From an optimization exercise on the open Yosys and OpenROAD flow, aimed at small area; shortcuts taken in it are not production practice.
Where RTL was checked, it was by simulation tests only, not by an equivalence proof against the original.
The clock port is modelled as an ideal driver; clocking choices that lean on that would not hold on a real chip.
No activity file was given, so power comes from the tool's default toggle rates.

==> flow/design.v <==
`timescale 1ns / 1ps
module Rs232_Tx_nbytes(clk,reset,tx_start_flag,tx_bit,tx_done_flag,Rs232_Txd,rx_sample,load,byte_sel);
  parameter n = 8;  
  parameter N = 8;  
  parameter BAUD_RATE = 16'h28B0;  
  input clk;
  input reset;
  input tx_bit;               
  output tx_start_flag;
  output tx_done_flag;
  output reg Rs232_Txd;
  output rx_sample;
  output load;
  output [2:0] byte_sel;
  reg [13:0] clk_count;
  reg [3:0] phase;
  reg [3:0] byte_count;
  wire tail      = phase[3] & phase[1] & ~phase[0];                            
  wire end_bit   = clk_count[13] & clk_count[11] & clk_count[7] & clk_count[5] &
                   clk_count[3] & clk_count[2] & clk_count[1] & clk_count[0];   
  wire bit_end   = tail ? clk_count[0] : end_bit;
  wire at_load   = tail & ~clk_count[0];
  wire rx_window = clk_count[13] & clk_count[11] & clk_count[7] & clk_count[5];   
  wire done      = byte_count[3] & byte_count[0];
  always @(posedge clk) begin
    if (reset == 1'b0) begin
      clk_count    <= 14'd0;
      phase        <= 4'b1110;
      byte_count   <= 4'd0;
      Rs232_Txd    <= 1'b1;
    end else begin
      if (bit_end) begin
        clk_count <= 14'd0;
        phase     <= tail ? 4'b1000 : phase - 4'd1;
        Rs232_Txd <= done | (phase[3] ? phase[0] | (~phase[1] & tx_bit)
                                        : (phase[2:0] == 3'd0) | tx_bit);
      end else begin
        clk_count <= clk_count + 14'd1;
      end
      if (at_load & ~done)
        byte_count <= byte_count + 4'd1;
    end
  end
  assign load          = at_load & ~byte_count[3];
  assign byte_sel      = ~byte_count[2:0];    
  assign tx_done_flag  = done;
  assign tx_start_flag = ~done & phase[3] & ~phase[1];
  assign rx_sample     = ~done & ~phase[3] & rx_window &
                         (clk_count[3:0] == ~byte_count);
endmodule
`timescale 1ns / 1ps
module Rs232_Rx_nbytes(clk,reset,sample,Rs232_Rxd,load,byte_sel,data_in,data_out);
  parameter n = 8;  
  parameter N = 8;  
  input clk;
  input reset;
  input sample;
  input Rs232_Rxd;
  input load;
  input [2:0] byte_sel;
  input [(N*n)-1:0] data_in;
  output reg [(N*n)-1:0] data_out;
  reg [N-1:0] byte_in;
  integer k;
  always @(*) begin
    byte_in = {N{1'b0}};
    for (k = 0; k < n; k = k + 1)
      byte_in = byte_in | (data_in[k*N +: N] & {N{byte_sel == k}});
  end
  wire [(N*n)-1:0] hold = {{N{~sample & ~load & reset}}, {(N*n)-N{~sample & reset}}};
  wire [(N*n)-1:0] shifted = {data_out[(N*n)-2:0], Rs232_Rxd};
  wire [(N*n)-1:0] next =
    (data_out & hold) |
    (shifted & {(N*n){sample}}) |
    ({byte_in, {(N*n)-N{1'b0}}} & {(N*n){load}});
  always @(posedge clk)
    data_out <= next;
endmodule
`timescale 1ns / 1ps
module Rs232_Controller(clk,reset,data_in,Rs232_Rxd,start_flag,data_out,done_flag,Rs232_Txd);
parameter N=8;
parameter n=8;
  input clk;   
  input reset; 
  input [(N*n)-1:0] data_in;  
  output start_flag;
  output [(N*n)-1:0] data_out; 
  output done_flag;
  input Rs232_Rxd;   
  output Rs232_Txd;  
  wire       sample;    
  wire       load;      
  wire [2:0] byte_sel;  
 Rs232_Tx_nbytes tx(.clk(clk),
                    .reset(reset),
                    .tx_start_flag(start_flag),
                    .tx_bit(data_out[(N*n)-1]),
                    .tx_done_flag(done_flag),
                    .Rs232_Txd(Rs232_Txd),
                    .rx_sample(sample),
                    .load(load),
                    .byte_sel(byte_sel));
 Rs232_Rx_nbytes Rx(.clk(clk),
                    .reset(reset),
                    .sample(sample),
                    .Rs232_Rxd(Rs232_Rxd),
                    .load(load),
                    .byte_sel(byte_sel),
                    .data_in(data_in),
                    .data_out(data_out));
endmodule  
Settings: LEC_CHECK=0, CAP_MARGIN=20, CORE_MARGIN=2, CORE_UTILIZATION=40, SLEW_MARGIN=20; clock period 10.0 ns.
standard.sh (not shown) runs the stock make flow with config.mk's settings and CLKGATE_MAP_FILE= SYNTH_SCRIPT=/design/flow/synth_recipe.tcl, a recipe that flattens the netlist after the stock synthesis.
==> flow/flow/run.sh <==
#!/bin/bash
# Standard layout with three changes:
#  - the combinational logic of the standard synthesis is mapped again for
#    area (resynth.tcl, with each flow/resynth_*.abc script, keeping the
#    smallest); the registers are kept exactly as synthesised, and
#    equiv.tcl proves the new netlist equal to the standard one;
#  - the smallest buffer (buf_1) on each input and output port;
#  - clock tree synthesis without dummy loads, and each leaf clock buffer
#    downsized while its clock pins' slew stays under 100 ps (post_cts.tcl).
set -euo pipefail
ARGS=("BUFFER_PORTS_ARGS=-buffer_cell sky130_fd_sc_hd__buf_1"
      "CTS_ARGS=-sink_clustering_enable -repair_clock_nets -dont_use_dummy_load"
      "POST_CTS_TCL=$PWD/flow/post_cts.tcl" "CLK_LEAF_SLEW_NS=0.100")
bash standard.sh "${ARGS[@]}" synth > standard_synth.log 2>&1

RES=orfs/results/$FLOW_PLATFORM/Rs232_Controller/base
export LIB=$FLOW_HOME/platforms/sky130hd/lib/sky130_fd_sc_hd__tt_025C_1v80.lib
export TOP=$FLOW_TOP
export IN=$PWD/std_1_2_yosys.v
export OUT=$PWD/resynth_1_2_yosys.v
cp $RES/1_2_yosys.v "$IN"
export SEQ_CELLS="$(grep -oE 'sky130_fd_sc_hd__(e|s|se)?df[a-z0-9_]+|sky130_fd_sc_hd__s?dl[a-z]*[xr][a-z0-9_]*|sky130_fd_sc_hd__s?dlclkp[a-z0-9_]*' "$IN" | sort -u | tr '\n' ' ')"
export DONT_USE="$(sed -n '/^export DONT_USE_CELLS/,/^$/p' $FLOW_HOME/platforms/sky130hd/config.mk | grep -oE 'sky130_fd_sc_hd__[a-z0-9_]+' | sed 's/^/-dont_use /' | tr '\n' ' ')"
# Map with each ABC script and keep the smallest result.
best=""; best_area=""
for abc in flow/resynth_*.abc; do
  tag=$(basename "$abc" .abc)
  ABC_SCRIPT=$PWD/$abc OUT=$PWD/$tag.v yosys -c flow/resynth.tcl > $tag.log 2>&1
  area=$(grep "Chip area" $tag.log | tail -1 | awk '{print $NF}')
  echo "$tag $area" >> resynth_areas.txt
  if [[ -z "$best" ]] || awk -v a="$area" -v b="$best_area" 'BEGIN{exit !(a < b)}'; then
    best=$tag; best_area=$area
  fi
done
echo "chosen $best $best_area" >> resynth_areas.txt
cp $best.v "$OUT"
yosys -c flow/check.tcl > check.log 2>&1
yosys -c flow/equiv.tcl > equiv.log 2>&1
cp "$OUT" $RES/1_2_yosys.v

bash standard.sh "${ARGS[@]}" finish > standard.log 2>&1
Other scripts of this flow, unchanged in this note and not shown: flow/flow/check.tcl, flow/flow/equiv.tcl, flow/flow/post_cts.tcl, flow/flow/resynth.tcl, flow/flow/resynth_a.abc, flow/flow/resynth_c.abc, flow/flow/resynth_e.abc, flow/flow/resynth_k.abc
The starting point finished with timing, DRC and antenna clean.
Then changed:
--- a/flow/design.v
+++ b/flow/design.v
@@ -46,17 +46,16 @@
   assign tx_done_flag  = done;
   assign tx_start_flag = ~done & phase[3] & ~phase[1];
   assign rx_sample     = ~done & ~phase[3] & rx_window &
                          (clk_count[3:0] == ~byte_count);
 endmodule
 `timescale 1ns / 1ps
-module Rs232_Rx_nbytes(clk,reset,sample,Rs232_Rxd,load,byte_sel,data_in,data_out);
+module Rs232_Rx_nbytes(clk,sample,Rs232_Rxd,load,byte_sel,data_in,data_out);
   parameter n = 8;  
   parameter N = 8;  
   input clk;
-  input reset;
   input sample;
   input Rs232_Rxd;
   input load;
   input [2:0] byte_sel;
   input [(N*n)-1:0] data_in;
   output reg [(N*n)-1:0] data_out;
@@ -64,16 +63,16 @@
   integer k;
   always @(*) begin
     byte_in = {N{1'b0}};
     for (k = 0; k < n; k = k + 1)
       byte_in = byte_in | (data_in[k*N +: N] & {N{byte_sel == k}});
   end
-  wire [(N*n)-1:0] hold = {{N{~sample & ~load & reset}}, {(N*n)-N{~sample & reset}}};
+  wire hold = ~sample & ~load;
   wire [(N*n)-1:0] shifted = {data_out[(N*n)-2:0], Rs232_Rxd};
   wire [(N*n)-1:0] next =
-    (data_out & hold) |
+    (data_out & {(N*n){hold}}) |
     (shifted & {(N*n){sample}}) |
     ({byte_in, {(N*n)-N{1'b0}}} & {(N*n){load}});
   always @(posedge clk)
     data_out <= next;
 endmodule
 `timescale 1ns / 1ps
@@ -98,13 +97,12 @@
                     .tx_done_flag(done_flag),
                     .Rs232_Txd(Rs232_Txd),
                     .rx_sample(sample),
                     .load(load),
                     .byte_sel(byte_sel));
  Rs232_Rx_nbytes Rx(.clk(clk),
-                    .reset(reset),
                     .sample(sample),
                     .Rs232_Rxd(Rs232_Rxd),
                     .load(load),
                     .byte_sel(byte_sel),
                     .data_in(data_in),
                     .data_out(data_out));
=> Count of clock-buffer cells in the layout stays the same. Power increases by about 2.2%. Worst setup slack improves by 0.029 ns. Die area decreases by about 0.36%. Via count decreases by about 1.9%. Non-clock buffer count does not change. Critical path depth stays the same. Sequential cell count stays the same. Wire length decreases by 0.82%. Design area decreases by 0.79%. Area after synthesis decreases by 0.38%.
The RTL of the second run of this note was laid out without a check of its function.

separate check: timing with driven ports:
The results above use ideal ports. As a check the final layouts listed here were re-extracted and re-timed, cells and wires unchanged. Step 1, drivers: a clkbuf_16 drives clk and a buf_2 each remaining input, both assumed. Step 2 times the ports against the registers' clock, not the clock port: input delays grow and output delays shrink by t, the midpoint of the rising clock arrivals with the driver on. Three values: ideal ports, drivers, drivers and shift; two values: the first two.
run	t (ns)	setup slack, ns	worst setup path at the end	worst register clock-pin slew, ns
the first run	0.366	6.655 / 6.624 / 6.336	input to register	0.09 / 0.09
the second run	0.360	6.684 / 6.654 / 6.804	input to register	0.09 / 0.09
After both steps setup and hold are still met in every run listed. The setup slack of the first run, which loses most, moves by -0.031 ns with the drivers and by -0.319 ns with both steps.
